This is an optimization exercise on Yosys and OpenROAD, whose aim is small area, a short achievable clock period and few clock cycles per item, not a production implementation. Only simulation tests tie the RTL to the original design; equivalence was not proved.

==> flow/design.v (outline; a module is shown in full before it is edited, if it fits) <==
// module mult_top: 12772 lines
// module mul_fa: 5 lines
// module mul_ha: 4 lines
module mult_top (
  input               clk     ,
  input               rst_n   ,
  input               i_valid ,
  input               i_mulw  ,
  input               i_x_sign,
  input               i_y_sign,
  input      [63:0]   i_x     ,
  input      [63:0]   i_y     ,
  output reg          o_valid ,
  output reg [63:0]   o_hi_res,
  output reg [63:0]   o_lw_res
);
  // ...
==> flow/flow/run.sh <==
#!/bin/bash
# Layout flow: the standard ORFS layout (standard.sh, standard synthesis and
# every standard step), except that the port buffers that global placement
# inserts on every input and output are sky130_fd_sc_hd__buf_2 cells instead of
# the default delay-buffer choice. The whole make output goes to run_standard.log.
set -euo pipefail
bash standard.sh BUFFER_PORTS_ARGS="-buffer_cell sky130_fd_sc_hd__buf_2" finish > run_standard.log 2>&1
==> flow/standard.sh <==
#!/bin/bash
# synth_recipe.tcl (not shown) runs the flow's synth.tcl, then flattens the netlist and writes it again
# the make line also repeats each setting of config.mk as NAME=value (left out here)
make -C /OpenROAD-flow-scripts/flow DESIGN_CONFIG=/design/flow/config.mk WORK_HOME=/design/flow/orfs CLKGATE_MAP_FILE= SYNTH_SCRIPT=/design/flow/synth_recipe.tcl "${@:-finish}"
==> flow/config.mk <==
export PLATFORM = sky130hd
export DESIGN_NAME = mult_top
export DESIGN_NICKNAME = mult_top
export VERILOG_FILES = /design/flow/design.v
export SDC_FILE = /design/flow/constraint.sdc
export NUM_CORES = 4
export LEC_CHECK = 0
export ABC_AREA = 1
export CAP_MARGIN = 20
export CELL_PAD_IN_SITES_DETAIL_PLACEMENT = 1
export CELL_PAD_IN_SITES_GLOBAL_PLACEMENT = 2
export CORE_MARGIN = 2
export CORE_UTILIZATION = 40
export PLACE_DENSITY = 0.55
export SLEW_MARGIN = 20
export SYNTH_HIERARCHICAL = 1
==> flow/constraint.sdc <==
create_clock -name core_clock -period 55.0 [get_ports {clk}]
set_input_delay 11.0000 -clock core_clock [delete_from_list [all_inputs] [get_ports {clk}]]
set_output_delay 11.0000 -clock core_clock [all_outputs]
set_load 0.01 [all_outputs]
==> summary.txt, run 1 <==
### Die
* **initial cell density of the core** 40.3%
* **Vert. Die Dim** 478 µm
* **number of placed I/O pins** 263

### Critical path
* **worst-path fanout max** 1
* **data arrival time at the worst-slack endpoint** 1160 ps
* **WP depth** 1
* **reg2reg setup slack** 43340 ps

### Synthesis
* **post-synthesis register bit count** 261
* **most common cell in the synthesized netlist** xor2_1

### Cells and area
* **Top class by area** multi-input combinational cells
* **Plain + repair buffers** 570
* **portion of the layout cell area used by non-clock buffers** 4.00%
* **Area Overhead vs Synth** 5.33%
* **fillers** 24200

### Clock network
* **clock tree from TritonCTS** built

### Routing
* **routed length on met1** 189000 µm
* **average vias per placed instance** 7.08
* **met3 wirelength from detailed routing** 58500 µm
* **met2 wire length** 220000 µm
* **DRT antenna net count** 0

### Place
* **placed cell area** 93500 µm²

### Status
* **status** finished clean

### Global route
* **global routing usage on met3** 13.6%

Testbench counts, summed over its fixed seeds: cycles 15,012, items 15,000.
==> run 2, diff against run 1 <==
--- a/flow/design.v
+++ b/flow/design.v
@@ -10701,17 +10701,18 @@
   mul_fa u_s4341 (.a(c4272), .b(s4329), .c(c4274), .s(s4341), .co(c4342));
   mul_fa u_s4343 (.a(s4331), .b(s4333), .c(s4335), .s(s4343), .co(c4344));
   mul_fa u_s4345 (.a(s4337), .b(c4276), .c(c4278), .s(s4345), .co(c4346));
   mul_fa u_s4347 (.a(c4280), .b(s4339), .c(s4341), .s(s4347), .co(c4348));
   mul_fa u_s4349 (.a(s4343), .b(c4282), .c(c4284), .s(s4349), .co(c4350));
   mul_fa u_s4351 (.a(s4345), .b(s4347), .c(c4286), .s(s4351), .co(c4352));
   mul_fa u_s4353 (.a(s4349), .b(c4288), .c(s4351), .s(s4353), .co(c4354));
   mul_ha u_hs4355 (.a(c4290), .b(s4353), .s(hs4355), .co(hc4356));
-  mul_fa u_s4357 (.a(1'b1), .b(pp70), .c(pp138), .s(s4357), .co(c4358));
+  assign s4357 = ~(pp70 ^ pp138);
+  assign c4358 = pp70 | pp138;
   mul_fa u_s4359 (.a(pp206), .b(pp274), .c(pp342), .s(s4359), .co(c4360));
   mul_fa u_s4361 (.a(pp410), .b(pp478), .c(pp546), .s(s4361), .co(c4362));
   mul_fa u_s4363 (.a(pp614), .b(pp682), .c(pp750), .s(s4363), .co(c4364));
   mul_fa u_s4365 (.a(pp818), .b(pp886), .c(pp954), .s(s4365), .co(c4366));
   mul_fa u_s4367 (.a(pp1022), .b(pp1090), .c(pp1158), .s(s4367), .co(c4368));
   mul_fa u_s4369 (.a(pp1226), .b(pp1294), .c(pp1362), .s(s4369), .co(c4370));
   mul_fa u_s4371 (.a(pp1430), .b(pp1498), .c(pp1566), .s(s4371), .co(c4372));
   mul_fa u_s4373 (.a(pp1634), .b(pp1702), .c(pp1770), .s(s4373), .co(c4374));
@@ -10733,17 +10734,18 @@
   mul_fa u_s4405 (.a(c4334), .b(s4393), .c(c4336), .s(s4405), .co(c4406));
   mul_fa u_s4407 (.a(c4338), .b(s4395), .c(s4397), .s(s4407), .co(c4408));
   mul_fa u_s4409 (.a(s4399), .b(s4401), .c(c4340), .s(s4409), .co(c4410));
   mul_fa u_s4411 (.a(c4342), .b(s4403), .c(c4344), .s(s4411), .co(c4412));
   mul_fa u_s4413 (.a(s4405), .b(s4407), .c(c4346), .s(s4413), .co(c4414));
   mul_fa u_s4415 (.a(s4409), .b(c4348), .c(s4411), .s(s4415), .co(c4416));
   mul_fa u_s4417 (.a(c4350), .b(s4413), .c(s4415), .s(s4417), .co(c4418));
   mul_fa u_s4419 (.a(c4352), .b(s4417), .c(c4354), .s(s4419), .co(c4420));
-  mul_fa u_s4421 (.a(1'b1), .b(pp139), .c(pp207), .s(s4421), .co(c4422));
+  assign s4421 = ~(pp139 ^ pp207);
+  assign c4422 = pp139 | pp207;
   mul_fa u_s4423 (.a(pp275), .b(pp343), .c(pp411), .s(s4423), .co(c4424));
   mul_fa u_s4425 (.a(pp479), .b(pp547), .c(pp615), .s(s4425), .co(c4426));
   mul_fa u_s4427 (.a(pp683), .b(pp751), .c(pp819), .s(s4427), .co(c4428));
   mul_fa u_s4429 (.a(pp887), .b(pp955), .c(pp1023), .s(s4429), .co(c4430));
   mul_fa u_s4431 (.a(pp1091), .b(pp1159), .c(pp1227), .s(s4431), .co(c4432));
   mul_fa u_s4433 (.a(pp1295), .b(pp1363), .c(pp1431), .s(s4433), .co(c4434));
   mul_fa u_s4435 (.a(pp1499), .b(pp1567), .c(pp1635), .s(s4435), .co(c4436));
   mul_fa u_s4437 (.a(pp1703), .b(pp1771), .c(pp1839), .s(s4437), .co(c4438));
@@ -10796,17 +10798,18 @@
   mul_fa u_s4531 (.a(c4462), .b(s4519), .c(c4464), .s(s4531), .co(c4532));
   mul_fa u_s4533 (.a(c4466), .b(s4521), .c(s4523), .s(s4533), .co(c4534));
   mul_fa u_s4535 (.a(s4525), .b(s4527), .c(c4468), .s(s4535), .co(c4536));
   mul_fa u_s4537 (.a(c4470), .b(s4529), .c(c4472), .s(s4537), .co(c4538));
   mul_fa u_s4539 (.a(s4531), .b(s4533), .c(c4474), .s(s4539), .co(c4540));
   mul_fa u_s4541 (.a(s4535), .b(c4476), .c(s4537), .s(s4541), .co(c4542));
   mul_fa u_s4543 (.a(c4478), .b(s4539), .c(s4541), .s(s4543), .co(c4544));
   mul_fa u_s4545 (.a(c4480), .b(s4543), .c(c4482), .s(s4545), .co(c4546));
-  mul_fa u_s4547 (.a(1'b1), .b(pp209), .c(pp277), .s(s4547), .co(c4548));
+  assign s4547 = ~(pp209 ^ pp277);
+  assign c4548 = pp209 | pp277;
   mul_fa u_s4549 (.a(pp345), .b(pp413), .c(pp481), .s(s4549), .co(c4550));
   mul_fa u_s4551 (.a(pp549), .b(pp617), .c(pp685), .s(s4551), .co(c4552));
   mul_fa u_s4553 (.a(pp753), .b(pp821), .c(pp889), .s(s4553), .co(c4554));
   mul_fa u_s4555 (.a(pp957), .b(pp1025), .c(pp1093), .s(s4555), .co(c4556));
   mul_fa u_s4557 (.a(pp1161), .b(pp1229), .c(pp1297), .s(s4557), .co(c4558));
   mul_fa u_s4559 (.a(pp1365), .b(pp1433), .c(pp1501), .s(s4559), .co(c4560));
   mul_fa u_s4561 (.a(pp1569), .b(pp1637), .c(pp1705), .s(s4561), .co(c4562));
   mul_fa u_s4563 (.a(pp1773), .b(pp1841), .c(pp1909), .s(s4563), .co(c4564));
@@ -10857,17 +10860,18 @@
   mul_fa u_s4653 (.a(c4584), .b(c4586), .c(c4588), .s(s4653), .co(c4654));
   mul_fa u_s4655 (.a(s4643), .b(c4590), .c(s4645), .s(s4655), .co(c4656));
   mul_fa u_s4657 (.a(s4647), .b(s4649), .c(c4592), .s(s4657), .co(c4658));
   mul_fa u_s4659 (.a(s4651), .b(c4594), .c(c4596), .s(s4659), .co(c4660));
   mul_fa u_s4661 (.a(s4653), .b(s4655), .c(c4598), .s(s4661), .co(c4662));
   mul_fa u_s4663 (.a(s4657), .b(c4600), .c(s4659), .s(s4663), .co(c4664));
   mul_fa u_s4665 (.a(c4602), .b(s4661), .c(s4663), .s(s4665), .co(c4666));
   mul_fa u_s4667 (.a(c4604), .b(s4665), .c(c4606), .s(s4667), .co(c4668));
-  mul_fa u_s4669 (.a(1'b1), .b(pp279), .c(pp347), .s(s4669), .co(c4670));
+  assign s4669 = ~(pp279 ^ pp347);
+  assign c4670 = pp279 | pp347;
   mul_fa u_s4671 (.a(pp415), .b(pp483), .c(pp551), .s(s4671), .co(c4672));
   mul_fa u_s4673 (.a(pp619), .b(pp687), .c(pp755), .s(s4673), .co(c4674));
   mul_fa u_s4675 (.a(pp823), .b(pp891), .c(pp959), .s(s4675), .co(c4676));
   mul_fa u_s4677 (.a(pp1027), .b(pp1095), .c(pp1163), .s(s4677), .co(c4678));
   mul_fa u_s4679 (.a(pp1231), .b(pp1299), .c(pp1367), .s(s4679), .co(c4680));
   mul_fa u_s4681 (.a(pp1435), .b(pp1503), .c(pp1571), .s(s4681), .co(c4682));
   mul_fa u_s4683 (.a(pp1639), .b(pp1707), .c(pp1775), .s(s4683), .co(c4684));
   mul_fa u_s4685 (.a(pp1843), .b(pp1911), .c(pp1979), .s(s4685), .co(c4686));
@@ -10916,17 +10920,18 @@
   mul_fa u_s4771 (.a(c4704), .b(c4706), .c(c4708), .s(s4771), .co(c4772));
   mul_fa u_s4773 (.a(s4761), .b(c4710), .c(s4763), .s(s4773), .co(c4774));
   mul_fa u_s4775 (.a(s4765), .b(s4767), .c(s4769), .s(s4775), .co(c4776));
   mul_fa u_s4777 (.a(c4712), .b(c4714), .c(c4716), .s(s4777), .co(c4778));
   mul_fa u_s4779 (.a(s4771), .b(s4773), .c(s4775), .s(s4779), .co(c4780));
   mul_fa u_s4781 (.a(c4718), .b(c4720), .c(s4777), .s(s4781), .co(c4782));
   mul_fa u_s4783 (.a(s4779), .b(c4722), .c(s4781), .s(s4783), .co(c4784));
   mul_fa u_s4785 (.a(c4724), .b(s4783), .c(c4726), .s(s4785), .co(c4786));
-  mul_fa u_s4787 (.a(1'b1), .b(pp349), .c(pp417), .s(s4787), .co(c4788));
+  assign s4787 = ~(pp349 ^ pp417);
+  assign c4788 = pp349 | pp417;
   mul_fa u_s4789 (.a(pp485), .b(pp553), .c(pp621), .s(s4789), .co(c4790));
   mul_fa u_s4791 (.a(pp689), .b(pp757), .c(pp825), .s(s4791), .co(c4792));
   mul_fa u_s4793 (.a(pp893), .b(pp961), .c(pp1029), .s(s4793), .co(c4794));
   mul_fa u_s4795 (.a(pp1097), .b(pp1165), .c(pp1233), .s(s4795), .co(c4796));
   mul_fa u_s4797 (.a(pp1301), .b(pp1369), .c(pp1437), .s(s4797), .co(c4798));
   mul_fa u_s4799 (.a(pp1505), .b(pp1573), .c(pp1641), .s(s4799), .co(c4800));
   mul_fa u_s4801 (.a(pp1709), .b(pp1777), .c(pp1845), .s(s4801), .co(c4802));
   mul_fa u_s4803 (.a(pp1913), .b(pp1981), .c(pp2049), .s(s4803), .co(c4804));
@@ -10973,17 +10978,18 @@
   mul_fa u_s4885 (.a(s4875), .b(c4820), .c(c4822), .s(s4885), .co(c4886));
   mul_fa u_s4887 (.a(c4824), .b(s4877), .c(c4826), .s(s4887), .co(c4888));
   mul_fa u_s4889 (.a(s4879), .b(s4881), .c(s4883), .s(s4889), .co(c4890));
   mul_fa u_s4891 (.a(c4828), .b(c4830), .c(c4832), .s(s4891), .co(c4892));
   mul_fa u_s4893 (.a(s4885), .b(s4887), .c(s4889), .s(s4893), .co(c4894));
   mul_fa u_s4895 (.a(c4834), .b(c4836), .c(s4891), .s(s4895), .co(c4896));
   mul_fa u_s4897 (.a(s4893), .b(c4838), .c(c4840), .s(s4897), .co(c4898));
   mul_fa u_s4899 (.a(s4895), .b(s4897), .c(c4842), .s(s4899), .co(c4900));
-  mul_fa u_s4901 (.a(1'b1), .b(pp419), .c(pp487), .s(s4901), .co(c4902));
+  assign s4901 = ~(pp419 ^ pp487);
+  assign c4902 = pp419 | pp487;
   mul_fa u_s4903 (.a(pp555), .b(pp623), .c(pp691), .s(s4903), .co(c4904));
   mul_fa u_s4905 (.a(pp759), .b(pp827), .c(pp895), .s(s4905), .co(c4906));
   mul_fa u_s4907 (.a(pp963), .b(pp1031), .c(pp1099), .s(s4907), .co(c4908));
   mul_fa u_s4909 (.a(pp1167), .b(pp1235), .c(pp1303), .s(s4909), .co(c4910));
   mul_fa u_s4911 (.a(pp1371), .b(pp1439), .c(pp1507), .s(s4911), .co(c4912));
   mul_fa u_s4913 (.a(pp1575), .b(pp1643), .c(pp1711), .s(s4913), .co(c4914));
   mul_fa u_s4915 (.a(pp1779), .b(pp1847), .c(pp1915), .s(s4915), .co(c4916));
   mul_fa u_s4917 (.a(pp1983), .b(pp2051), .c(pp2119), .s(s4917), .co(c4918));
@@ -11028,17 +11034,18 @@
   mul_fa u_s4995 (.a(s4985), .b(c4932), .c(c4934), .s(s4995), .co(c4996));
   mul_fa u_s4997 (.a(c4936), .b(c4938), .c(s4987), .s(s4997), .co(c4998));
   mul_fa u_s4999 (.a(c4940), .b(s4989), .c(s4991), .s(s4999), .co(c5000));
   mul_fa u_s5001 (.a(s4993), .b(c4942), .c(s4995), .s(s5001), .co(c5002));
   mul_fa u_s5003 (.a(c4944), .b(s4997), .c(c4946), .s(s5003), .co(c5004));
   mul_fa u_s5005 (.a(s4999), .b(c4948), .c(s5001), .s(s5005), .co(c5006));
   mul_fa u_s5007 (.a(c4950), .b(s5003), .c(s5005), .s(s5007), .co(c5008));
   mul_fa u_s5009 (.a(c4952), .b(s5007), .c(c4954), .s(s5009), .co(c5010));
-  mul_fa u_s5011 (.a(1'b1), .b(pp489), .c(pp557), .s(s5011), .co(c5012));
+  assign s5011 = ~(pp489 ^ pp557);
+  assign c5012 = pp489 | pp557;
   mul_fa u_s5013 (.a(pp625), .b(pp693), .c(pp761), .s(s5013), .co(c5014));
   mul_fa u_s5015 (.a(pp829), .b(pp897), .c(pp965), .s(s5015), .co(c5016));
   mul_fa u_s5017 (.a(pp1033), .b(pp1101), .c(pp1169), .s(s5017), .co(c5018));
   mul_fa u_s5019 (.a(pp1237), .b(pp1305), .c(pp1373), .s(s5019), .co(c5020));
   mul_fa u_s5021 (.a(pp1441), .b(pp1509), .c(pp1577), .s(s5021), .co(c5022));
   mul_fa u_s5023 (.a(pp1645), .b(pp1713), .c(pp1781), .s(s5023), .co(c5024));
   mul_fa u_s5025 (.a(pp1849), .b(pp1917), .c(pp1985), .s(s5025), .co(c5026));
   mul_fa u_s5027 (.a(pp2053), .b(pp2121), .c(pp2189), .s(s5027), .co(c5028));
@@ -11081,17 +11088,18 @@
   mul_fa u_s5101 (.a(s5089), .b(s5091), .c(s5093), .s(s5101), .co(c5102));
   mul_fa u_s5103 (.a(c5042), .b(c5044), .c(c5046), .s(s5103), .co(c5104));
   mul_fa u_s5105 (.a(s5095), .b(c5048), .c(s5097), .s(s5105), .co(c5106));
   mul_fa u_s5107 (.a(s5099), .b(s5101), .c(c5050), .s(s5107), .co(c5108));
   mul_fa u_s5109 (.a(c5052), .b(s5103), .c(c5054), .s(s5109), .co(c5110));
   mul_fa u_s5111 (.a(s5105), .b(c5056), .c(s5107), .s(s5111), .co(c5112));
   mul_fa u_s5113 (.a(c5058), .b(s5109), .c(c5060), .s(s5113), .co(c5114));
   mul_fa u_s5115 (.a(s5111), .b(s5113), .c(c5062), .s(s5115), .co(c5116));
-  mul_fa u_s5117 (.a(1'b1), .b(pp559), .c(pp627), .s(s5117), .co(c5118));
+  assign s5117 = ~(pp559 ^ pp627);
+  assign c5118 = pp559 | pp627;
   mul_fa u_s5119 (.a(pp695), .b(pp763), .c(pp831), .s(s5119), .co(c5120));
   mul_fa u_s5121 (.a(pp899), .b(pp967), .c(pp1035), .s(s5121), .co(c5122));
   mul_fa u_s5123 (.a(pp1103), .b(pp1171), .c(pp1239), .s(s5123), .co(c5124));
   mul_fa u_s5125 (.a(pp1307), .b(pp1375), .c(pp1443), .s(s5125), .co(c5126));
   mul_fa u_s5127 (.a(pp1511), .b(pp1579), .c(pp1647), .s(s5127), .co(c5128));
   mul_fa u_s5129 (.a(pp1715), .b(pp1783), .c(pp1851), .s(s5129), .co(c5130));
   mul_fa u_s5131 (.a(pp1919), .b(pp1987), .c(pp2055), .s(s5131), .co(c5132));
   mul_fa u_s5133 (.a(pp2123), .b(pp2191), .c(pp2259), .s(s5133), .co(c5134));
@@ -11132,17 +11140,18 @@
   mul_fa u_s5203 (.a(c5146), .b(s5191), .c(s5193), .s(s5203), .co(c5204));
   mul_fa u_s5205 (.a(s5195), .b(c5148), .c(c5150), .s(s5205), .co(c5206));
   mul_fa u_s5207 (.a(c5152), .b(s5197), .c(c5154), .s(s5207), .co(c5208));
   mul_fa u_s5209 (.a(s5199), .b(s5201), .c(s5203), .s(s5209), .co(c5210));
   mul_fa u_s5211 (.a(c5156), .b(c5158), .c(s5205), .s(s5211), .co(c5212));
   mul_fa u_s5213 (.a(s5207), .b(s5209), .c(c5160), .s(s5213), .co(c5214));
   mul_fa u_s5215 (.a(c5162), .b(s5211), .c(s5213), .s(s5215), .co(c5216));
   mul_fa u_s5217 (.a(c5164), .b(s5215), .c(c5166), .s(s5217), .co(c5218));
-  mul_fa u_s5219 (.a(1'b1), .b(pp629), .c(pp697), .s(s5219), .co(c5220));
+  assign s5219 = ~(pp629 ^ pp697);
+  assign c5220 = pp629 | pp697;
   mul_fa u_s5221 (.a(pp765), .b(pp833), .c(pp901), .s(s5221), .co(c5222));
   mul_fa u_s5223 (.a(pp969), .b(pp1037), .c(pp1105), .s(s5223), .co(c5224));
   mul_fa u_s5225 (.a(pp1173), .b(pp1241), .c(pp1309), .s(s5225), .co(c5226));
   mul_fa u_s5227 (.a(pp1377), .b(pp1445), .c(pp1513), .s(s5227), .co(c5228));
   mul_fa u_s5229 (.a(pp1581), .b(pp1649), .c(pp1717), .s(s5229), .co(c5230));
   mul_fa u_s5231 (.a(pp1785), .b(pp1853), .c(pp1921), .s(s5231), .co(c5232));
   mul_fa u_s5233 (.a(pp1989), .b(pp2057), .c(pp2125), .s(s5233), .co(c5234));
   mul_fa u_s5235 (.a(pp2193), .b(pp2261), .c(c5170), .s(s5235), .co(c5236));
@@ -11181,17 +11190,18 @@
   mul_fa u_s5301 (.a(c5244), .b(c5246), .c(s5291), .s(s5301), .co(c5302));
   mul_fa u_s5303 (.a(s5293), .b(c5248), .c(c5250), .s(s5303), .co(c5304));
   mul_fa u_s5305 (.a(c5252), .b(s5295), .c(c5254), .s(s5305), .co(c5306));
   mul_fa u_s5307 (.a(s5297), .b(s5299), .c(s5301), .s(s5307), .co(c5308));
   mul_fa u_s5309 (.a(c5256), .b(c5258), .c(s5303), .s(s5309), .co(c5310));
   mul_fa u_s5311 (.a(s5305), .b(s5307), .c(c5260), .s(s5311), .co(c5312));
   mul_fa u_s5313 (.a(c5262), .b(s5309), .c(c5264), .s(s5313), .co(c5314));
   mul_fa u_s5315 (.a(s5311), .b(c5266), .c(s5313), .s(s5315), .co(c5316));
-  mul_fa u_s5317 (.a(1'b1), .b(pp699), .c(pp767), .s(s5317), .co(c5318));
+  assign s5317 = ~(pp699 ^ pp767);
+  assign c5318 = pp699 | pp767;
   mul_fa u_s5319 (.a(pp835), .b(pp903), .c(pp971), .s(s5319), .co(c5320));
   mul_fa u_s5321 (.a(pp1039), .b(pp1107), .c(pp1175), .s(s5321), .co(c5322));
   mul_fa u_s5323 (.a(pp1243), .b(pp1311), .c(pp1379), .s(s5323), .co(c5324));
   mul_fa u_s5325 (.a(pp1447), .b(pp1515), .c(pp1583), .s(s5325), .co(c5326));
   mul_fa u_s5327 (.a(pp1651), .b(pp1719), .c(pp1787), .s(s5327), .co(c5328));
   mul_fa u_s5329 (.a(pp1855), .b(pp1923), .c(pp1991), .s(s5329), .co(c5330));
   mul_fa u_s5331 (.a(pp2059), .b(pp2127), .c(pp2195), .s(s5331), .co(c5332));
   mul_fa u_s5333 (.a(pp2263), .b(c5270), .c(c5272), .s(s5333), .co(c5334));
@@ -11228,17 +11238,18 @@
   mul_fa u_s5395 (.a(c5340), .b(c5342), .c(s5385), .s(s5395), .co(c5396));
   mul_fa u_s5397 (.a(s5387), .b(s5389), .c(c5344), .s(s5397), .co(c5398));
   mul_fa u_s5399 (.a(c5346), .b(c5348), .c(s5391), .s(s5399), .co(c5400));
   mul_fa u_s5401 (.a(c5350), .b(s5393), .c(s5395), .s(s5401), .co(c5402));
   mul_fa u_s5403 (.a(c5352), .b(s5397), .c(c5354), .s(s5403), .co(c5404));
   mul_fa u_s5405 (.a(s5399), .b(s5401), .c(c5356), .s(s5405), .co(c5406));
   mul_fa u_s5407 (.a(c5358), .b(s5403), .c(c5360), .s(s5407), .co(c5408));
   mul_fa u_s5409 (.a(s5405), .b(c5362), .c(s5407), .s(s5409), .co(c5410));
-  mul_fa u_s5411 (.a(1'b1), .b(pp769), .c(pp837), .s(s5411), .co(c5412));
+  assign s5411 = ~(pp769 ^ pp837);
+  assign c5412 = pp769 | pp837;
   mul_fa u_s5413 (.a(pp905), .b(pp973), .c(pp1041), .s(s5413), .co(c5414));
   mul_fa u_s5415 (.a(pp1109), .b(pp1177), .c(pp1245), .s(s5415), .co(c5416));
   mul_fa u_s5417 (.a(pp1313), .b(pp1381), .c(pp1449), .s(s5417), .co(c5418));
   mul_fa u_s5419 (.a(pp1517), .b(pp1585), .c(pp1653), .s(s5419), .co(c5420));
   mul_fa u_s5421 (.a(pp1721), .b(pp1789), .c(pp1857), .s(s5421), .co(c5422));
   mul_fa u_s5423 (.a(pp1925), .b(pp1993), .c(pp2061), .s(s5423), .co(c5424));
   mul_fa u_s5425 (.a(pp2129), .b(pp2197), .c(pp2265), .s(s5425), .co(c5426));
   mul_fa u_s5427 (.a(c5366), .b(c5368), .c(c5370), .s(s5427), .co(c5428));
@@ -11273,17 +11284,18 @@
   mul_fa u_s5485 (.a(s5475), .b(c5432), .c(c5434), .s(s5485), .co(c5486));
   mul_fa u_s5487 (.a(c5436), .b(s5477), .c(s5479), .s(s5487), .co(c5488));
   mul_fa u_s5489 (.a(c5438), .b(c5440), .c(s5481), .s(s5489), .co(c5490));
   mul_fa u_s5491 (.a(c5442), .b(s5483), .c(s5485), .s(s5491), .co(c5492));
   mul_fa u_s5493 (.a(s5487), .b(c5444), .c(c5446), .s(s5493), .co(c5494));
   mul_fa u_s5495 (.a(s5489), .b(s5491), .c(c5448), .s(s5495), .co(c5496));
   mul_fa u_s5497 (.a(c5450), .b(s5493), .c(s5495), .s(s5497), .co(c5498));
   mul_fa u_s5499 (.a(c5452), .b(s5497), .c(c5454), .s(s5499), .co(c5500));
-  mul_fa u_s5501 (.a(1'b1), .b(pp839), .c(pp907), .s(s5501), .co(c5502));
+  assign s5501 = ~(pp839 ^ pp907);
+  assign c5502 = pp839 | pp907;
   mul_fa u_s5503 (.a(pp975), .b(pp1043), .c(pp1111), .s(s5503), .co(c5504));
   mul_fa u_s5505 (.a(pp1179), .b(pp1247), .c(pp1315), .s(s5505), .co(c5506));
   mul_fa u_s5507 (.a(pp1383), .b(pp1451), .c(pp1519), .s(s5507), .co(c5508));
   mul_fa u_s5509 (.a(pp1587), .b(pp1655), .c(pp1723), .s(s5509), .co(c5510));
   mul_fa u_s5511 (.a(pp1791), .b(pp1859), .c(pp1927), .s(s5511), .co(c5512));
   mul_fa u_s5513 (.a(pp1995), .b(pp2063), .c(pp2131), .s(s5513), .co(c5514));
   mul_fa u_s5515 (.a(pp2199), .b(pp2267), .c(c5458), .s(s5515), .co(c5516));
   mul_fa u_s5517 (.a(c5460), .b(c5462), .c(c5464), .s(s5517), .co(c5518));
@@ -11316,17 +11328,18 @@
   mul_fa u_s5571 (.a(s5559), .b(s5561), .c(c5522), .s(s5571), .co(c5572));
   mul_fa u_s5573 (.a(c5524), .b(s5563), .c(s5565), .s(s5573), .co(c5574));
   mul_fa u_s5575 (.a(s5567), .b(c5526), .c(c5528), .s(s5575), .co(c5576));
   mul_fa u_s5577 (.a(c5530), .b(s5569), .c(s5571), .s(s5577), .co(c5578));
   mul_fa u_s5579 (.a(s5573), .b(c5532), .c(c5534), .s(s5579), .co(c5580));
   mul_fa u_s5581 (.a(c5536), .b(s5575), .c(s5577), .s(s5581), .co(c5582));
   mul_fa u_s5583 (.a(c5538), .b(s5579), .c(s5581), .s(s5583), .co(c5584));
   mul_fa u_s5585 (.a(c5540), .b(s5583), .c(c5542), .s(s5585), .co(c5586));
-  mul_fa u_s5587 (.a(1'b1), .b(pp909), .c(pp977), .s(s5587), .co(c5588));
+  assign s5587 = ~(pp909 ^ pp977);
+  assign c5588 = pp909 | pp977;
   mul_fa u_s5589 (.a(pp1045), .b(pp1113), .c(pp1181), .s(s5589), .co(c5590));
   mul_fa u_s5591 (.a(pp1249), .b(pp1317), .c(pp1385), .s(s5591), .co(c5592));
   mul_fa u_s5593 (.a(pp1453), .b(pp1521), .c(pp1589), .s(s5593), .co(c5594));
   mul_fa u_s5595 (.a(pp1657), .b(pp1725), .c(pp1793), .s(s5595), .co(c5596));
   mul_fa u_s5597 (.a(pp1861), .b(pp1929), .c(pp1997), .s(s5597), .co(c5598));
   mul_fa u_s5599 (.a(pp2065), .b(pp2133), .c(pp2201), .s(s5599), .co(c5600));
   mul_fa u_s5601 (.a(pp2269), .b(c5546), .c(c5548), .s(s5601), .co(c5602));
   mul_fa u_s5603 (.a(c5550), .b(c5552), .c(c5554), .s(s5603), .co(c5604));
@@ -11357,17 +11370,18 @@
   mul_fa u_s5653 (.a(c5604), .b(s5643), .c(s5645), .s(s5653), .co(c5654));
   mul_fa u_s5655 (.a(c5606), .b(c5608), .c(c5610), .s(s5655), .co(c5656));
   mul_fa u_s5657 (.a(s5647), .b(s5649), .c(c5612), .s(s5657), .co(c5658));
   mul_fa u_s5659 (.a(c5614), .b(s5651), .c(c5616), .s(s5659), .co(c5660));
   mul_fa u_s5661 (.a(s5653), .b(s5655), .c(c5618), .s(s5661), .co(c5662));
   mul_fa u_s5663 (.a(c5620), .b(s5657), .c(s5659), .s(s5663), .co(c5664));
   mul_fa u_s5665 (.a(c5622), .b(s5661), .c(s5663), .s(s5665), .co(c5666));
   mul_fa u_s5667 (.a(c5624), .b(s5665), .c(c5626), .s(s5667), .co(c5668));
-  mul_fa u_s5669 (.a(1'b1), .b(pp979), .c(pp1047), .s(s5669), .co(c5670));
+  assign s5669 = ~(pp979 ^ pp1047);
+  assign c5670 = pp979 | pp1047;
   mul_fa u_s5671 (.a(pp1115), .b(pp1183), .c(pp1251), .s(s5671), .co(c5672));
   mul_fa u_s5673 (.a(pp1319), .b(pp1387), .c(pp1455), .s(s5673), .co(c5674));
   mul_fa u_s5675 (.a(pp1523), .b(pp1591), .c(pp1659), .s(s5675), .co(c5676));
   mul_fa u_s5677 (.a(pp1727), .b(pp1795), .c(pp1863), .s(s5677), .co(c5678));
   mul_fa u_s5679 (.a(pp1931), .b(pp1999), .c(pp2067), .s(s5679), .co(c5680));
   mul_fa u_s5681 (.a(pp2135), .b(pp2203), .c(pp2271), .s(s5681), .co(c5682));
   mul_fa u_s5683 (.a(c5630), .b(c5632), .c(c5634), .s(s5683), .co(c5684));
   mul_fa u_s5685 (.a(c5636), .b(c5638), .c(c5640), .s(s5685), .co(c5686));
@@ -11396,17 +11410,18 @@
   mul_fa u_s5731 (.a(c5684), .b(c5686), .c(s5721), .s(s5731), .co(c5732));
   mul_fa u_s5733 (.a(s5723), .b(s5725), .c(c5688), .s(s5733), .co(c5734));
   mul_fa u_s5735 (.a(c5690), .b(s5727), .c(s5729), .s(s5735), .co(c5736));
   mul_fa u_s5737 (.a(c5692), .b(c5694), .c(c5696), .s(s5737), .co(c5738));
   mul_fa u_s5739 (.a(s5731), .b(s5733), .c(s5735), .s(s5739), .co(c5740));
   mul_fa u_s5741 (.a(c5698), .b(c5700), .c(s5737), .s(s5741), .co(c5742));
   mul_fa u_s5743 (.a(s5739), .b(c5702), .c(s5741), .s(s5743), .co(c5744));
   mul_fa u_s5745 (.a(c5704), .b(s5743), .c(c5706), .s(s5745), .co(c5746));
-  mul_fa u_s5747 (.a(1'b1), .b(pp1049), .c(pp1117), .s(s5747), .co(c5748));
+  assign s5747 = ~(pp1049 ^ pp1117);
+  assign c5748 = pp1049 | pp1117;
   mul_fa u_s5749 (.a(pp1185), .b(pp1253), .c(pp1321), .s(s5749), .co(c5750));
   mul_fa u_s5751 (.a(pp1389), .b(pp1457), .c(pp1525), .s(s5751), .co(c5752));
   mul_fa u_s5753 (.a(pp1593), .b(pp1661), .c(pp1729), .s(s5753), .co(c5754));
   mul_fa u_s5755 (.a(pp1797), .b(pp1865), .c(pp1933), .s(s5755), .co(c5756));
   mul_fa u_s5757 (.a(pp2001), .b(pp2069), .c(pp2137), .s(s5757), .co(c5758));
   mul_fa u_s5759 (.a(pp2205), .b(pp2273), .c(c5710), .s(s5759), .co(c5760));
   mul_fa u_s5761 (.a(c5712), .b(c5714), .c(c5716), .s(s5761), .co(c5762));
   mul_fa u_s5763 (.a(c5718), .b(c5720), .c(s5747), .s(s5763), .co(c5764));
@@ -11433,17 +11448,18 @@
   mul_fa u_s5805 (.a(s5795), .b(c5760), .c(c5762), .s(s5805), .co(c5806));
   mul_fa u_s5807 (.a(s5797), .b(s5799), .c(c5764), .s(s5807), .co(c5808));
   mul_fa u_s5809 (.a(c5766), .b(s5801), .c(s5803), .s(s5809), .co(c5810));
   mul_fa u_s5811 (.a(c5768), .b(c5770), .c(c5772), .s(s5811), .co(c5812));
   mul_fa u_s5813 (.a(s5805), .b(s5807), .c(s5809), .s(s5813), .co(c5814));
   mul_fa u_s5815 (.a(c5774), .b(c5776), .c(s5811), .s(s5815), .co(c5816));
   mul_fa u_s5817 (.a(s5813), .b(c5778), .c(c5780), .s(s5817), .co(c5818));
   mul_fa u_s5819 (.a(s5815), .b(c5782), .c(s5817), .s(s5819), .co(c5820));
-  mul_fa u_s5821 (.a(1'b1), .b(pp1119), .c(pp1187), .s(s5821), .co(c5822));
+  assign s5821 = ~(pp1119 ^ pp1187);
+  assign c5822 = pp1119 | pp1187;
   mul_fa u_s5823 (.a(pp1255), .b(pp1323), .c(pp1391), .s(s5823), .co(c5824));
   mul_fa u_s5825 (.a(pp1459), .b(pp1527), .c(pp1595), .s(s5825), .co(c5826));
   mul_fa u_s5827 (.a(pp1663), .b(pp1731), .c(pp1799), .s(s5827), .co(c5828));
   mul_fa u_s5829 (.a(pp1867), .b(pp1935), .c(pp2003), .s(s5829), .co(c5830));
   mul_fa u_s5831 (.a(pp2071), .b(pp2139), .c(pp2207), .s(s5831), .co(c5832));
   mul_fa u_s5833 (.a(pp2275), .b(c5786), .c(c5788), .s(s5833), .co(c5834));
   mul_fa u_s5835 (.a(c5790), .b(c5792), .c(c5794), .s(s5835), .co(c5836));
   mul_fa u_s5837 (.a(c5796), .b(s5821), .c(s5823), .s(s5837), .co(c5838));
@@ -11468,17 +11484,18 @@
   mul_fa u_s5875 (.a(s5863), .b(s5865), .c(s5867), .s(s5875), .co(c5876));
   mul_fa u_s5877 (.a(c5834), .b(c5836), .c(s5869), .s(s5877), .co(c5878));
   mul_fa u_s5879 (.a(s5871), .b(c5838), .c(c5840), .s(s5879), .co(c5880));
   mul_fa u_s5881 (.a(s5873), .b(s5875), .c(c5842), .s(s5881), .co(c5882));
   mul_fa u_s5883 (.a(c5844), .b(c5846), .c(s5877), .s(s5883), .co(c5884));
   mul_fa u_s5885 (.a(s5879), .b(c5848), .c(s5881), .s(s5885), .co(c5886));
   mul_fa u_s5887 (.a(c5850), .b(s5883), .c(s5885), .s(s5887), .co(c5888));
   mul_fa u_s5889 (.a(c5852), .b(s5887), .c(c5854), .s(s5889), .co(c5890));
-  mul_fa u_s5891 (.a(1'b1), .b(pp1189), .c(pp1257), .s(s5891), .co(c5892));
+  assign s5891 = ~(pp1189 ^ pp1257);
+  assign c5892 = pp1189 | pp1257;
   mul_fa u_s5893 (.a(pp1325), .b(pp1393), .c(pp1461), .s(s5893), .co(c5894));
   mul_fa u_s5895 (.a(pp1529), .b(pp1597), .c(pp1665), .s(s5895), .co(c5896));
   mul_fa u_s5897 (.a(pp1733), .b(pp1801), .c(pp1869), .s(s5897), .co(c5898));
   mul_fa u_s5899 (.a(pp1937), .b(pp2005), .c(pp2073), .s(s5899), .co(c5900));
   mul_fa u_s5901 (.a(pp2141), .b(pp2209), .c(pp2277), .s(s5901), .co(c5902));
   mul_fa u_s5903 (.a(c5858), .b(c5860), .c(c5862), .s(s5903), .co(c5904));
   mul_fa u_s5905 (.a(c5864), .b(c5866), .c(c5868), .s(s5905), .co(c5906));
   mul_fa u_s5907 (.a(s5891), .b(s5893), .c(s5895), .s(s5907), .co(c5908));
@@ -11501,17 +11518,18 @@
   mul_fa u_s5941 (.a(s5927), .b(s5929), .c(s5931), .s(s5941), .co(c5942));
   mul_fa u_s5943 (.a(s5933), .b(c5904), .c(c5906), .s(s5943), .co(c5944));
   mul_fa u_s5945 (.a(s5935), .b(s5937), .c(c5908), .s(s5945), .co(c5946));
   mul_fa u_s5947 (.a(c5910), .b(s5939), .c(s5941), .s(s5947), .co(c5948));
   mul_fa u_s5949 (.a(c5912), .b(c5914), .c(s5943), .s(s5949), .co(c5950));
   mul_fa u_s5951 (.a(s5945), .b(s5947), .c(c5916), .s(s5951), .co(c5952));
   mul_fa u_s5953 (.a(c5918), .b(s5949), .c(c5920), .s(s5953), .co(c5954));
   mul_fa u_s5955 (.a(s5951), .b(c5922), .c(s5953), .s(s5955), .co(c5956));
-  mul_fa u_s5957 (.a(1'b1), .b(pp1259), .c(pp1327), .s(s5957), .co(c5958));
+  assign s5957 = ~(pp1259 ^ pp1327);
+  assign c5958 = pp1259 | pp1327;
   mul_fa u_s5959 (.a(pp1395), .b(pp1463), .c(pp1531), .s(s5959), .co(c5960));
   mul_fa u_s5961 (.a(pp1599), .b(pp1667), .c(pp1735), .s(s5961), .co(c5962));
   mul_fa u_s5963 (.a(pp1803), .b(pp1871), .c(pp1939), .s(s5963), .co(c5964));
   mul_fa u_s5965 (.a(pp2007), .b(pp2075), .c(pp2143), .s(s5965), .co(c5966));
   mul_fa u_s5967 (.a(pp2211), .b(pp2279), .c(c5926), .s(s5967), .co(c5968));
   mul_fa u_s5969 (.a(c5928), .b(c5930), .c(c5932), .s(s5969), .co(c5970));
   mul_fa u_s5971 (.a(c5934), .b(s5957), .c(s5959), .s(s5971), .co(c5972));
   mul_fa u_s5973 (.a(s5961), .b(s5963), .c(s5965), .s(s5973), .co(c5974));
@@ -11532,17 +11550,18 @@
   mul_fa u_s6003 (.a(s5989), .b(s5991), .c(s5993), .s(s6003), .co(c6004));
   mul_fa u_s6005 (.a(s5995), .b(s5997), .c(c5968), .s(s6005), .co(c6006));
   mul_fa u_s6007 (.a(c5970), .b(s5999), .c(s6001), .s(s6007), .co(c6008));
   mul_fa u_s6009 (.a(c5972), .b(c5974), .c(s6003), .s(s6009), .co(c6010));
   mul_fa u_s6011 (.a(c5976), .b(c5978), .c(s6005), .s(s6011), .co(c6012));
   mul_fa u_s6013 (.a(s6007), .b(s6009), .c(c5980), .s(s6013), .co(c6014));
   mul_fa u_s6015 (.a(c5982), .b(s6011), .c(c5984), .s(s6015), .co(c6016));
   mul_fa u_s6017 (.a(s6013), .b(c5986), .c(s6015), .s(s6017), .co(c6018));
-  mul_fa u_s6019 (.a(1'b1), .b(pp1329), .c(pp1397), .s(s6019), .co(c6020));
+  assign s6019 = ~(pp1329 ^ pp1397);
+  assign c6020 = pp1329 | pp1397;
   mul_fa u_s6021 (.a(pp1465), .b(pp1533), .c(pp1601), .s(s6021), .co(c6022));
   mul_fa u_s6023 (.a(pp1669), .b(pp1737), .c(pp1805), .s(s6023), .co(c6024));
   mul_fa u_s6025 (.a(pp1873), .b(pp1941), .c(pp2009), .s(s6025), .co(c6026));
   mul_fa u_s6027 (.a(pp2077), .b(pp2145), .c(pp2213), .s(s6027), .co(c6028));
   mul_fa u_s6029 (.a(pp2281), .b(c5990), .c(c5992), .s(s6029), .co(c6030));
   mul_fa u_s6031 (.a(c5994), .b(c5996), .c(c5998), .s(s6031), .co(c6032));
   mul_fa u_s6033 (.a(s6019), .b(s6021), .c(s6023), .s(s6033), .co(c6034));
   mul_fa u_s6035 (.a(s6025), .b(s6027), .c(c6000), .s(s6035), .co(c6036));
@@ -11561,17 +11580,18 @@
   mul_fa u_s6061 (.a(c6026), .b(c6028), .c(s6049), .s(s6061), .co(c6062));
   mul_fa u_s6063 (.a(s6051), .b(s6053), .c(s6055), .s(s6063), .co(c6064));
   mul_fa u_s6065 (.a(s6057), .b(c6030), .c(c6032), .s(s6065), .co(c6066));
   mul_fa u_s6067 (.a(s6059), .b(c6034), .c(s6061), .s(s6067), .co(c6068));
   mul_fa u_s6069 (.a(s6063), .b(c6036), .c(c6038), .s(s6069), .co(c6070));
   mul_fa u_s6071 (.a(s6065), .b(s6067), .c(c6040), .s(s6071), .co(c6072));
   mul_fa u_s6073 (.a(c6042), .b(s6069), .c(c6044), .s(s6073), .co(c6074));
   mul_fa u_s6075 (.a(s6071), .b(c6046), .c(s6073), .s(s6075), .co(c6076));
-  mul_fa u_s6077 (.a(1'b1), .b(pp1399), .c(pp1467), .s(s6077), .co(c6078));
+  assign s6077 = ~(pp1399 ^ pp1467);
+  assign c6078 = pp1399 | pp1467;
   mul_fa u_s6079 (.a(pp1535), .b(pp1603), .c(pp1671), .s(s6079), .co(c6080));
   mul_fa u_s6081 (.a(pp1739), .b(pp1807), .c(pp1875), .s(s6081), .co(c6082));
   mul_fa u_s6083 (.a(pp1943), .b(pp2011), .c(pp2079), .s(s6083), .co(c6084));
   mul_fa u_s6085 (.a(pp2147), .b(pp2215), .c(pp2283), .s(s6085), .co(c6086));
   mul_fa u_s6087 (.a(c6050), .b(c6052), .c(c6054), .s(s6087), .co(c6088));
   mul_fa u_s6089 (.a(c6056), .b(c6058), .c(s6077), .s(s6089), .co(c6090));
   mul_fa u_s6091 (.a(s6079), .b(s6081), .c(s6083), .s(s6091), .co(c6092));
   mul_fa u_s6093 (.a(s6085), .b(c6060), .c(s6087), .s(s6093), .co(c6094));
@@ -11588,17 +11608,18 @@
   mul_fa u_s6115 (.a(c6080), .b(c6082), .c(c6084), .s(s6115), .co(c6116));
   mul_fa u_s6117 (.a(c6086), .b(s6105), .c(s6107), .s(s6117), .co(c6118));
   mul_fa u_s6119 (.a(s6109), .b(s6111), .c(c6088), .s(s6119), .co(c6120));
   mul_fa u_s6121 (.a(s6113), .b(s6115), .c(c6090), .s(s6121), .co(c6122));
   mul_fa u_s6123 (.a(c6092), .b(s6117), .c(c6094), .s(s6123), .co(c6124));
   mul_fa u_s6125 (.a(s6119), .b(c6096), .c(s6121), .s(s6125), .co(c6126));
   mul_fa u_s6127 (.a(c6098), .b(s6123), .c(s6125), .s(s6127), .co(c6128));
   mul_fa u_s6129 (.a(c6100), .b(s6127), .c(c6102), .s(s6129), .co(c6130));
-  mul_fa u_s6131 (.a(1'b1), .b(pp1469), .c(pp1537), .s(s6131), .co(c6132));
+  assign s6131 = ~(pp1469 ^ pp1537);
+  assign c6132 = pp1469 | pp1537;
   mul_fa u_s6133 (.a(pp1605), .b(pp1673), .c(pp1741), .s(s6133), .co(c6134));
   mul_fa u_s6135 (.a(pp1809), .b(pp1877), .c(pp1945), .s(s6135), .co(c6136));
   mul_fa u_s6137 (.a(pp2013), .b(pp2081), .c(pp2149), .s(s6137), .co(c6138));
   mul_fa u_s6139 (.a(pp2217), .b(pp2285), .c(c6106), .s(s6139), .co(c6140));
   mul_fa u_s6141 (.a(c6108), .b(c6110), .c(c6112), .s(s6141), .co(c6142));
   mul_fa u_s6143 (.a(s6131), .b(s6133), .c(s6135), .s(s6143), .co(c6144));
   mul_fa u_s6145 (.a(s6137), .b(c6114), .c(c6116), .s(s6145), .co(c6146));
   mul_fa u_s6147 (.a(s6139), .b(s6141), .c(c6118), .s(s6147), .co(c6148));
@@ -11613,17 +11634,18 @@
   mul_fa u_s6165 (.a(pp2286), .b(c6132), .c(c6134), .s(s6165), .co(c6166));
   mul_fa u_s6167 (.a(c6136), .b(c6138), .c(s6157), .s(s6167), .co(c6168));
   mul_fa u_s6169 (.a(s6159), .b(s6161), .c(s6163), .s(s6169), .co(c6170));
   mul_fa u_s6171 (.a(c6140), .b(c6142), .c(s6165), .s(s6171), .co(c6172));
   mul_fa u_s6173 (.a(c6144), .b(s6167), .c(s6169), .s(s6173), .co(c6174));
   mul_fa u_s6175 (.a(c6146), .b(c6148), .c(s6171), .s(s6175), .co(c6176));
   mul_fa u_s6177 (.a(s6173), .b(c6150), .c(s6175), .s(s6177), .co(c6178));
   mul_fa u_s6179 (.a(c6152), .b(s6177), .c(c6154), .s(s6179), .co(c6180));
-  mul_fa u_s6181 (.a(1'b1), .b(pp1539), .c(pp1607), .s(s6181), .co(c6182));
+  assign s6181 = ~(pp1539 ^ pp1607);
+  assign c6182 = pp1539 | pp1607;
   mul_fa u_s6183 (.a(pp1675), .b(pp1743), .c(pp1811), .s(s6183), .co(c6184));
   mul_fa u_s6185 (.a(pp1879), .b(pp1947), .c(pp2015), .s(s6185), .co(c6186));
   mul_fa u_s6187 (.a(pp2083), .b(pp2151), .c(pp2219), .s(s6187), .co(c6188));
   mul_fa u_s6189 (.a(pp2287), .b(c6158), .c(c6160), .s(s6189), .co(c6190));
   mul_fa u_s6191 (.a(c6162), .b(c6164), .c(s6181), .s(s6191), .co(c6192));
   mul_fa u_s6193 (.a(s6183), .b(s6185), .c(s6187), .s(s6193), .co(c6194));
   mul_fa u_s6195 (.a(c6166), .b(s6189), .c(c6168), .s(s6195), .co(c6196));
   mul_fa u_s6197 (.a(c6170), .b(s6191), .c(s6193), .s(s6197), .co(c6198));
@@ -11636,17 +11658,18 @@
   mul_fa u_s6211 (.a(pp2152), .b(pp2220), .c(pp2288), .s(s6211), .co(c6212));
   mul_fa u_s6213 (.a(c6182), .b(c6184), .c(c6186), .s(s6213), .co(c6214));
   mul_fa u_s6215 (.a(c6188), .b(s6205), .c(s6207), .s(s6215), .co(c6216));
   mul_fa u_s6217 (.a(s6209), .b(s6211), .c(c6190), .s(s6217), .co(c6218));
   mul_fa u_s6219 (.a(s6213), .b(c6192), .c(c6194), .s(s6219), .co(c6220));
   mul_fa u_s6221 (.a(s6215), .b(c6196), .c(s6217), .s(s6221), .co(c6222));
   mul_fa u_s6223 (.a(c6198), .b(s6219), .c(c6200), .s(s6223), .co(c6224));
   mul_fa u_s6225 (.a(s6221), .b(c6202), .c(s6223), .s(s6225), .co(c6226));
-  mul_fa u_s6227 (.a(1'b1), .b(pp1609), .c(pp1677), .s(s6227), .co(c6228));
+  assign s6227 = ~(pp1609 ^ pp1677);
+  assign c6228 = pp1609 | pp1677;
   mul_fa u_s6229 (.a(pp1745), .b(pp1813), .c(pp1881), .s(s6229), .co(c6230));
   mul_fa u_s6231 (.a(pp1949), .b(pp2017), .c(pp2085), .s(s6231), .co(c6232));
   mul_fa u_s6233 (.a(pp2153), .b(pp2221), .c(pp2289), .s(s6233), .co(c6234));
   mul_fa u_s6235 (.a(c6206), .b(c6208), .c(c6210), .s(s6235), .co(c6236));
   mul_fa u_s6237 (.a(c6212), .b(s6227), .c(s6229), .s(s6237), .co(c6238));
   mul_fa u_s6239 (.a(s6231), .b(s6233), .c(c6214), .s(s6239), .co(c6240));
   mul_fa u_s6241 (.a(s6235), .b(c6216), .c(s6237), .s(s6241), .co(c6242));
   mul_fa u_s6243 (.a(c6218), .b(c6220), .c(s6239), .s(s6243), .co(c6244));
@@ -11657,17 +11680,18 @@
   mul_fa u_s6253 (.a(pp2018), .b(pp2086), .c(pp2154), .s(s6253), .co(c6254));
   mul_fa u_s6255 (.a(pp2222), .b(pp2290), .c(c6228), .s(s6255), .co(c6256));
   mul_fa u_s6257 (.a(c6230), .b(c6232), .c(c6234), .s(s6257), .co(c6258));
   mul_fa u_s6259 (.a(s6249), .b(s6251), .c(s6253), .s(s6259), .co(c6260));
   mul_fa u_s6261 (.a(c6236), .b(s6255), .c(s6257), .s(s6261), .co(c6262));
   mul_fa u_s6263 (.a(c6238), .b(s6259), .c(c6240), .s(s6263), .co(c6264));
   mul_fa u_s6265 (.a(c6242), .b(s6261), .c(c6244), .s(s6265), .co(c6266));
   mul_fa u_s6267 (.a(s6263), .b(c6246), .c(s6265), .s(s6267), .co(c6268));
-  mul_fa u_s6269 (.a(1'b1), .b(pp1679), .c(pp1747), .s(s6269), .co(c6270));
+  assign s6269 = ~(pp1679 ^ pp1747);
+  assign c6270 = pp1679 | pp1747;
   mul_fa u_s6271 (.a(pp1815), .b(pp1883), .c(pp1951), .s(s6271), .co(c6272));
   mul_fa u_s6273 (.a(pp2019), .b(pp2087), .c(pp2155), .s(s6273), .co(c6274));
   mul_fa u_s6275 (.a(pp2223), .b(pp2291), .c(c6250), .s(s6275), .co(c6276));
   mul_fa u_s6277 (.a(c6252), .b(c6254), .c(s6269), .s(s6277), .co(c6278));
   mul_fa u_s6279 (.a(s6271), .b(s6273), .c(c6256), .s(s6279), .co(c6280));
   mul_fa u_s6281 (.a(c6258), .b(s6275), .c(c6260), .s(s6281), .co(c6282));
   mul_fa u_s6283 (.a(s6277), .b(c6262), .c(s6279), .s(s6283), .co(c6284));
   mul_fa u_s6285 (.a(s6281), .b(c6264), .c(s6283), .s(s6285), .co(c6286));
@@ -11676,94 +11700,102 @@
   mul_fa u_s6291 (.a(pp1884), .b(pp1952), .c(pp2020), .s(s6291), .co(c6292));
   mul_fa u_s6293 (.a(pp2088), .b(pp2156), .c(pp2224), .s(s6293), .co(c6294));
   mul_fa u_s6295 (.a(pp2292), .b(c6270), .c(c6272), .s(s6295), .co(c6296));
   mul_fa u_s6297 (.a(c6274), .b(s6289), .c(s6291), .s(s6297), .co(c6298));
   mul_fa u_s6299 (.a(s6293), .b(c6276), .c(s6295), .s(s6299), .co(c6300));
   mul_fa u_s6301 (.a(c6278), .b(s6297), .c(c6280), .s(s6301), .co(c6302));
   mul_fa u_s6303 (.a(c6282), .b(s6299), .c(c6284), .s(s6303), .co(c6304));
   mul_fa u_s6305 (.a(s6301), .b(c6286), .c(s6303), .s(s6305), .co(c6306));
-  mul_fa u_s6307 (.a(1'b1), .b(pp1749), .c(pp1817), .s(s6307), .co(c6308));
+  assign s6307 = ~(pp1749 ^ pp1817);
+  assign c6308 = pp1749 | pp1817;
   mul_fa u_s6309 (.a(pp1885), .b(pp1953), .c(pp2021), .s(s6309), .co(c6310));
   mul_fa u_s6311 (.a(pp2089), .b(pp2157), .c(pp2225), .s(s6311), .co(c6312));
   mul_fa u_s6313 (.a(pp2293), .b(c6290), .c(c6292), .s(s6313), .co(c6314));
   mul_fa u_s6315 (.a(c6294), .b(s6307), .c(s6309), .s(s6315), .co(c6316));
   mul_fa u_s6317 (.a(s6311), .b(c6296), .c(s6313), .s(s6317), .co(c6318));
   mul_fa u_s6319 (.a(c6298), .b(s6315), .c(c6300), .s(s6319), .co(c6320));
   mul_fa u_s6321 (.a(s6317), .b(c6302), .c(s6319), .s(s6321), .co(c6322));
   mul_ha u_hs6323 (.a(c6304), .b(s6321), .s(hs6323), .co(hc6324));
   mul_fa u_s6325 (.a(pp1750), .b(pp1818), .c(pp1886), .s(s6325), .co(c6326));
   mul_fa u_s6327 (.a(pp1954), .b(pp2022), .c(pp2090), .s(s6327), .co(c6328));
   mul_fa u_s6329 (.a(pp2158), .b(pp2226), .c(pp2294), .s(s6329), .co(c6330));
   mul_fa u_s6331 (.a(c6308), .b(c6310), .c(c6312), .s(s6331), .co(c6332));
   mul_fa u_s6333 (.a(s6325), .b(s6327), .c(s6329), .s(s6333), .co(c6334));
   mul_fa u_s6335 (.a(c6314), .b(s6331), .c(c6316), .s(s6335), .co(c6336));
   mul_fa u_s6337 (.a(s6333), .b(c6318), .c(s6335), .s(s6337), .co(c6338));
   mul_fa u_s6339 (.a(c6320), .b(s6337), .c(c6322), .s(s6339), .co(c6340));
-  mul_fa u_s6341 (.a(1'b1), .b(pp1819), .c(pp1887), .s(s6341), .co(c6342));
+  assign s6341 = ~(pp1819 ^ pp1887);
+  assign c6342 = pp1819 | pp1887;
   mul_fa u_s6343 (.a(pp1955), .b(pp2023), .c(pp2091), .s(s6343), .co(c6344));
   mul_fa u_s6345 (.a(pp2159), .b(pp2227), .c(pp2295), .s(s6345), .co(c6346));
   mul_fa u_s6347 (.a(c6326), .b(c6328), .c(c6330), .s(s6347), .co(c6348));
   mul_fa u_s6349 (.a(s6341), .b(s6343), .c(s6345), .s(s6349), .co(c6350));
   mul_fa u_s6351 (.a(c6332), .b(s6347), .c(c6334), .s(s6351), .co(c6352));
   mul_fa u_s6353 (.a(s6349), .b(c6336), .c(s6351), .s(s6353), .co(c6354));
   mul_ha u_hs6355 (.a(c6338), .b(s6353), .s(hs6355), .co(hc6356));
   mul_fa u_s6357 (.a(pp1820), .b(pp1888), .c(pp1956), .s(s6357), .co(c6358));
   mul_fa u_s6359 (.a(pp2024), .b(pp2092), .c(pp2160), .s(s6359), .co(c6360));
   mul_fa u_s6361 (.a(pp2228), .b(pp2296), .c(c6342), .s(s6361), .co(c6362));
   mul_fa u_s6363 (.a(c6344), .b(c6346), .c(s6357), .s(s6363), .co(c6364));
   mul_fa u_s6365 (.a(s6359), .b(c6348), .c(s6361), .s(s6365), .co(c6366));
   mul_fa u_s6367 (.a(c6350), .b(s6363), .c(c6352), .s(s6367), .co(c6368));
   mul_fa u_s6369 (.a(s6365), .b(c6354), .c(s6367), .s(s6369), .co(c6370));
-  mul_fa u_s6371 (.a(1'b1), .b(pp1889), .c(pp1957), .s(s6371), .co(c6372));
+  assign s6371 = ~(pp1889 ^ pp1957);
+  assign c6372 = pp1889 | pp1957;
   mul_fa u_s6373 (.a(pp2025), .b(pp2093), .c(pp2161), .s(s6373), .co(c6374));
   mul_fa u_s6375 (.a(pp2229), .b(pp2297), .c(c6358), .s(s6375), .co(c6376));
   mul_fa u_s6377 (.a(c6360), .b(s6371), .c(s6373), .s(s6377), .co(c6378));
   mul_fa u_s6379 (.a(c6362), .b(s6375), .c(c6364), .s(s6379), .co(c6380));
   mul_fa u_s6381 (.a(s6377), .b(c6366), .c(s6379), .s(s6381), .co(c6382));
   mul_ha u_hs6383 (.a(c6368), .b(s6381), .s(hs6383), .co(hc6384));
   mul_fa u_s6385 (.a(pp1890), .b(pp1958), .c(pp2026), .s(s6385), .co(c6386));
   mul_fa u_s6387 (.a(pp2094), .b(pp2162), .c(pp2230), .s(s6387), .co(c6388));
   mul_fa u_s6389 (.a(pp2298), .b(c6372), .c(c6374), .s(s6389), .co(c6390));
   mul_fa u_s6391 (.a(s6385), .b(s6387), .c(c6376), .s(s6391), .co(c6392));
   mul_fa u_s6393 (.a(s6389), .b(c6378), .c(c6380), .s(s6393), .co(c6394));
   mul_fa u_s6395 (.a(s6391), .b(c6382), .c(s6393), .s(s6395), .co(c6396));
-  mul_fa u_s6397 (.a(1'b1), .b(pp1959), .c(pp2027), .s(s6397), .co(c6398));
+  assign s6397 = ~(pp1959 ^ pp2027);
+  assign c6398 = pp1959 | pp2027;
   mul_fa u_s6399 (.a(pp2095), .b(pp2163), .c(pp2231), .s(s6399), .co(c6400));
   mul_fa u_s6401 (.a(pp2299), .b(c6386), .c(c6388), .s(s6401), .co(c6402));
   mul_fa u_s6403 (.a(s6397), .b(s6399), .c(c6390), .s(s6403), .co(c6404));
   mul_fa u_s6405 (.a(s6401), .b(c6392), .c(s6403), .s(s6405), .co(c6406));
   mul_ha u_hs6407 (.a(c6394), .b(s6405), .s(hs6407), .co(hc6408));
   mul_fa u_s6409 (.a(pp1960), .b(pp2028), .c(pp2096), .s(s6409), .co(c6410));
   mul_fa u_s6411 (.a(pp2164), .b(pp2232), .c(pp2300), .s(s6411), .co(c6412));
   mul_fa u_s6413 (.a(c6398), .b(c6400), .c(s6409), .s(s6413), .co(c6414));
   mul_fa u_s6415 (.a(s6411), .b(c6402), .c(s6413), .s(s6415), .co(c6416));
   mul_fa u_s6417 (.a(c6404), .b(s6415), .c(c6406), .s(s6417), .co(c6418));
-  mul_fa u_s6419 (.a(1'b1), .b(pp2029), .c(pp2097), .s(s6419), .co(c6420));
+  assign s6419 = ~(pp2029 ^ pp2097);
+  assign c6420 = pp2029 | pp2097;
   mul_fa u_s6421 (.a(pp2165), .b(pp2233), .c(pp2301), .s(s6421), .co(c6422));
   mul_fa u_s6423 (.a(c6410), .b(c6412), .c(s6419), .s(s6423), .co(c6424));
   mul_fa u_s6425 (.a(s6421), .b(c6414), .c(s6423), .s(s6425), .co(c6426));
   mul_ha u_hs6427 (.a(c6416), .b(s6425), .s(hs6427), .co(hc6428));
   mul_fa u_s6429 (.a(pp2030), .b(pp2098), .c(pp2166), .s(s6429), .co(c6430));
   mul_fa u_s6431 (.a(pp2234), .b(pp2302), .c(c6420), .s(s6431), .co(c6432));
   mul_fa u_s6433 (.a(c6422), .b(s6429), .c(s6431), .s(s6433), .co(c6434));
   mul_fa u_s6435 (.a(c6424), .b(c6426), .c(s6433), .s(s6435), .co(c6436));
-  mul_fa u_s6437 (.a(1'b1), .b(pp2099), .c(pp2167), .s(s6437), .co(c6438));
+  assign s6437 = ~(pp2099 ^ pp2167);
+  assign c6438 = pp2099 | pp2167;
   mul_fa u_s6439 (.a(pp2235), .b(pp2303), .c(c6430), .s(s6439), .co(c6440));
   mul_fa u_s6441 (.a(s6437), .b(c6432), .c(s6439), .s(s6441), .co(c6442));
   mul_ha u_hs6443 (.a(c6434), .b(s6441), .s(hs6443), .co(hc6444));
   mul_fa u_s6445 (.a(pp2100), .b(pp2168), .c(pp2236), .s(s6445), .co(c6446));
   mul_fa u_s6447 (.a(pp2304), .b(c6438), .c(s6445), .s(s6447), .co(c6448));
   mul_fa u_s6449 (.a(c6440), .b(s6447), .c(c6442), .s(s6449), .co(c6450));
-  mul_fa u_s6451 (.a(1'b1), .b(pp2169), .c(pp2237), .s(s6451), .co(c6452));
+  assign s6451 = ~(pp2169 ^ pp2237);
+  assign c6452 = pp2169 | pp2237;
   mul_fa u_s6453 (.a(pp2305), .b(c6446), .c(s6451), .s(s6453), .co(c6454));
   mul_ha u_hs6455 (.a(c6448), .b(s6453), .s(hs6455), .co(hc6456));
   mul_fa u_s6457 (.a(pp2170), .b(pp2238), .c(pp2306), .s(s6457), .co(c6458));
   mul_fa u_s6459 (.a(c6452), .b(s6457), .c(c6454), .s(s6459), .co(c6460));
-  mul_fa u_s6461 (.a(1'b1), .b(pp2239), .c(pp2307), .s(s6461), .co(c6462));
+  assign s6461 = ~(pp2239 ^ pp2307);
+  assign c6462 = pp2239 | pp2307;
   mul_ha u_hs6463 (.a(c6458), .b(s6461), .s(hs6463), .co(hc6464));
   mul_fa u_s6465 (.a(pp2240), .b(pp2308), .c(c6462), .s(s6465), .co(c6466));
   assign fg6467 = pp5 & yr[1];
   assign fp6468 = pp5 ^ yr[1];
   assign fg6469 = pp75 & hs2309;
   assign fp6470 = pp75 ^ hs2309;
   assign fg6471 = hc2310 & hs2311;
   assign fp6472 = hc2310 ^ hs2311;
--- a/flow/config.mk
+++ b/flow/config.mk
@@ -5,12 +5,12 @@
 export SDC_FILE = /design/flow/constraint.sdc
 export NUM_CORES = 4
 export LEC_CHECK = 0
 export ABC_AREA = 1
 export CAP_MARGIN = 20
 export CELL_PAD_IN_SITES_DETAIL_PLACEMENT = 1
 export CELL_PAD_IN_SITES_GLOBAL_PLACEMENT = 2
 export CORE_MARGIN = 2
-export CORE_UTILIZATION = 40
-export PLACE_DENSITY = 0.55
+export CORE_UTILIZATION = 45
+export PLACE_DENSITY = 0.6
 export SLEW_MARGIN = 20
 export SYNTH_HIERARCHICAL = 1
==> run 2 against run 1 <==
  * Fmax fell by 5.2%
  * Non-clock buffer count shrank 19
  * Final area is 0.40% lower
  * Routed wire length shrank 2.8%
  * Count of clock-buffer cells in the layout grew 7
  * Register-to-register slack got worse by 1200 ps
  * Global-route usage grew 4.1 points
==> summary.txt, run 2 <==
### Status
* **status** finished clean, unchanged

### Routing
* **average vias per placed instance** 7.40, was 7.08
* **DRC errors left** 0, unchanged
* **DRT antenna net count** 0, unchanged
* **initial detailed-routing violation count** 10900, was 9574
* **wirelength, routed** 489000 µm, was 503000 µm

### Critical path
* **crit path kind** register to register, was register to output pin
* **most frequent cell on the critical path** fa_1
* **reg2reg setup slack** 42180 ps, was 43340 ps
* **data arrival time at the worst-slack endpoint** 13380 ps, was 1160 ps
* **worst-path fanout max** 50, was 1
* **sort of element at the end of the critical path** register, was output pin

### Synthesis
* **post-synth cell types** 44, was 45
* **most common cell in the synthesized netlist** xor2_1, unchanged
* **Primary FF master, synth** dfxtp_1, unchanged
* **top area cells in the synthesized netlist** fa_1 45%, xor2_1 20%, o22ai_1 14%, was fa_1 46%, xor2_1 21%, o22ai_1 14%
* **post-synthesis register bit count** 261, unchanged
* **cell taking the most area after synthesis** fa_1, unchanged
* **async set-or-reset flop fraction in the synthesized netlist** 0.766%, unchanged
* **netlist area before placement** 89800 µm², about the same

### Global route
* **wire length of the first global-routing pass** 686000 µm, was 699000 µm
* **global-route total usage across every layer** 47.5%, was 43.4%
* **GRT met2 Usage** 70.8%, was 65.9%
* **global routing usage on met3** 16.5%, was 13.6%
* **initial antenna violation count** 22, was 15
* **GRT busiest layer** met2, unchanged

### Clock network
* **clock buffer count from CTS** 37, was 35
* **clock tree from TritonCTS** built, unchanged
* **Root Buffer** clkbuf_16, unchanged
* **Sinks on Clock Net** 261, unchanged
* **buffers from clock root to sink, at most** 3, unchanged

### Die
* **Vert. Die Dim** 451 µm, was 478 µm
* **number of placed I/O pins** 263, unchanged
* **initial cell density of the core** 45.4%, was 40.3%

### Place
* **HPWL reported at the end of detailed placement** 308000 µm, was 321000 µm
* **placed cell area** 93000 µm², was 93500 µm²

### Min path
* **type of the worst min-delay path** register to register, unchanged

### STA
* **setup clock skew after layout** 36.9 ps, was 26.0 ps
* **tightest slew margin relative to the limit** 20.0%, was 14.0%
* **worst hold margin** 351 ps, was 348 ps
* **final critical path time including I/O delays and setup** 12820 ps, was 12160 ps

### Cells and area
* **Area Overhead vs Synth** 4.93%, was 5.33%
* **post-layout instance count excluding filler cells** 11000, was 11300
* **Layout Cell Area excl Fill** 94200 µm², was 94600 µm²
* **fillers** 21400, was 24200
* **commonest cells after routing, fill and taps aside** 2090 x xor2_1, 2063 x o22ai_1, 2016 x fa_1, was 2121 x xor2_1, 2063 x o22ai_1, 2048 x fa_1
* **ratio of cells with drive above 1 in the final layout** 10.0%, was 10.2%

-- run 2: cell types whose count changed after synthesis, moves of 16 or more --
cell | previous run | this run
inv_1 | 177 | 254
buf_2 | 344 | 300
fa_1 | 2048 | 2016
ha_1 | 238 | 270
xnor2_1 | 44 | 75
xor2_1 | 2122 | 2091
inv_2 | 11 | 35
o21ai_1 | 2 | 21
nand2_1 | 217 | 233
-- run 2: worst paths after layout --
| path | startpoint | endpoint | cells past startpoint |
|---|---|---|---|
| max | s1_mulw$_DFF_P_ | o_hi_res[15]$_DFF_P_ | 30 |
| min | s1_valid$_DFF_PN0_ | o_valid$_DFF_PN0_ | 0 |
| max reg2reg | s1_mulw$_DFF_P_ | o_hi_res[15]$_DFF_P_ | 30 |
| min reg2reg | s1_valid$_DFF_PN0_ | o_valid$_DFF_PN0_ | 0 |
| max in group asynchronous | rst_n | o_valid$_DFF_PN0_ | 1 |
| min in group asynchronous | rst_n | o_valid$_DFF_PN0_ | 1 |
-- run 2: worst reg2reg max path: cells and delay by family (launching register included) --
family | cells | cell delay (ps)
AO/OA/AOI/OAI | 8 | 2750
XOR/XNOR | 2 | 390
adder cells (fa/ha/maj) | 12 | 5470
buffers and inverters | 4 | 2550
flip-flops | 1 | 760
AND/OR/NAND/NOR | 4 | 810
-- run 2: logic make-up (layout without fill, tap and decap cells) --
logic type | count (synthesis) | count (layout) | share of synthesized area [%]
other | 0 | 16 | 0
flip-flops | 261 | 261 | 5.83
XOR/XNOR | 2166 | 2166 | 21.1
AND/OR/NAND/NOR | 363 | 363 | 1.74
buffers and inverters | 1411 | 906 | 6.33
adder cells (fa/ha/maj) | 2286 | 2286 | 48.7
AO/OA/AOI/OAI | 2350 | 2350 | 16.3
-- run 2: modules after synthesis (local to each module, per instance) --
module / times used / area, µm² / cells / flops+latches
mul_fa: 1953 / 20.0 / 1 / 0
mult_top: 1 / 49500 / 6790 / 261
mul_ha: 94 / 12.5 / 1 / 0
-- run 2: area by class of cell --
| cell class | instances | area [µm²] | share of cell area, % |
|---|---|---|---|
| clock inverter | 19 | 186 | 0.198 |
| antenna | 16 | 40.0 | 0.0425 |
| inverter | 289 | 1090 | 1.15 |
| sequential | 261 | 5300 | 5.62 |
| timing repair buffer | 551 | 3680 | 3.91 |
| tap | 2640 | 3300 | 3.50 |
| multi-input combinational | 7165 | 79600 | 84.5 |
| clock buffer | 47 | 1020 | 1.09 |
-- run 2: per-stage QoR --
stage | worst slack [ps] | util, %
6_report | 42180 | 47.6
4_1_cts | 42580 | 47.6
2_1_floorplan | 43620 | -
3_3_place_gp | 42710 | 47.0
3_5_place_dp | 42560 | 47.0
5_1_grt | 41870 | 47.6
-- run 2: routing by layer --
layer / part of all wire, % / up-vias
met1: 36 / 42600
met4: 8.3 / 26
met3: 13 / 2341
li1: - / 29100
met2: 43 / 7257
met5: 0.037 / -
Testbench counts of run 2, summed over its fixed seeds: cycles 15,012, items 15,000.

Check on run 2: ideal ports give 42.183 ns setup slack; a clkbuf_16 on the clock port and buf_2 on the inputs give 42.183 ns; moving port delays by the midpoint clock arrival (0.762 ns) as well gives 42.183 ns.
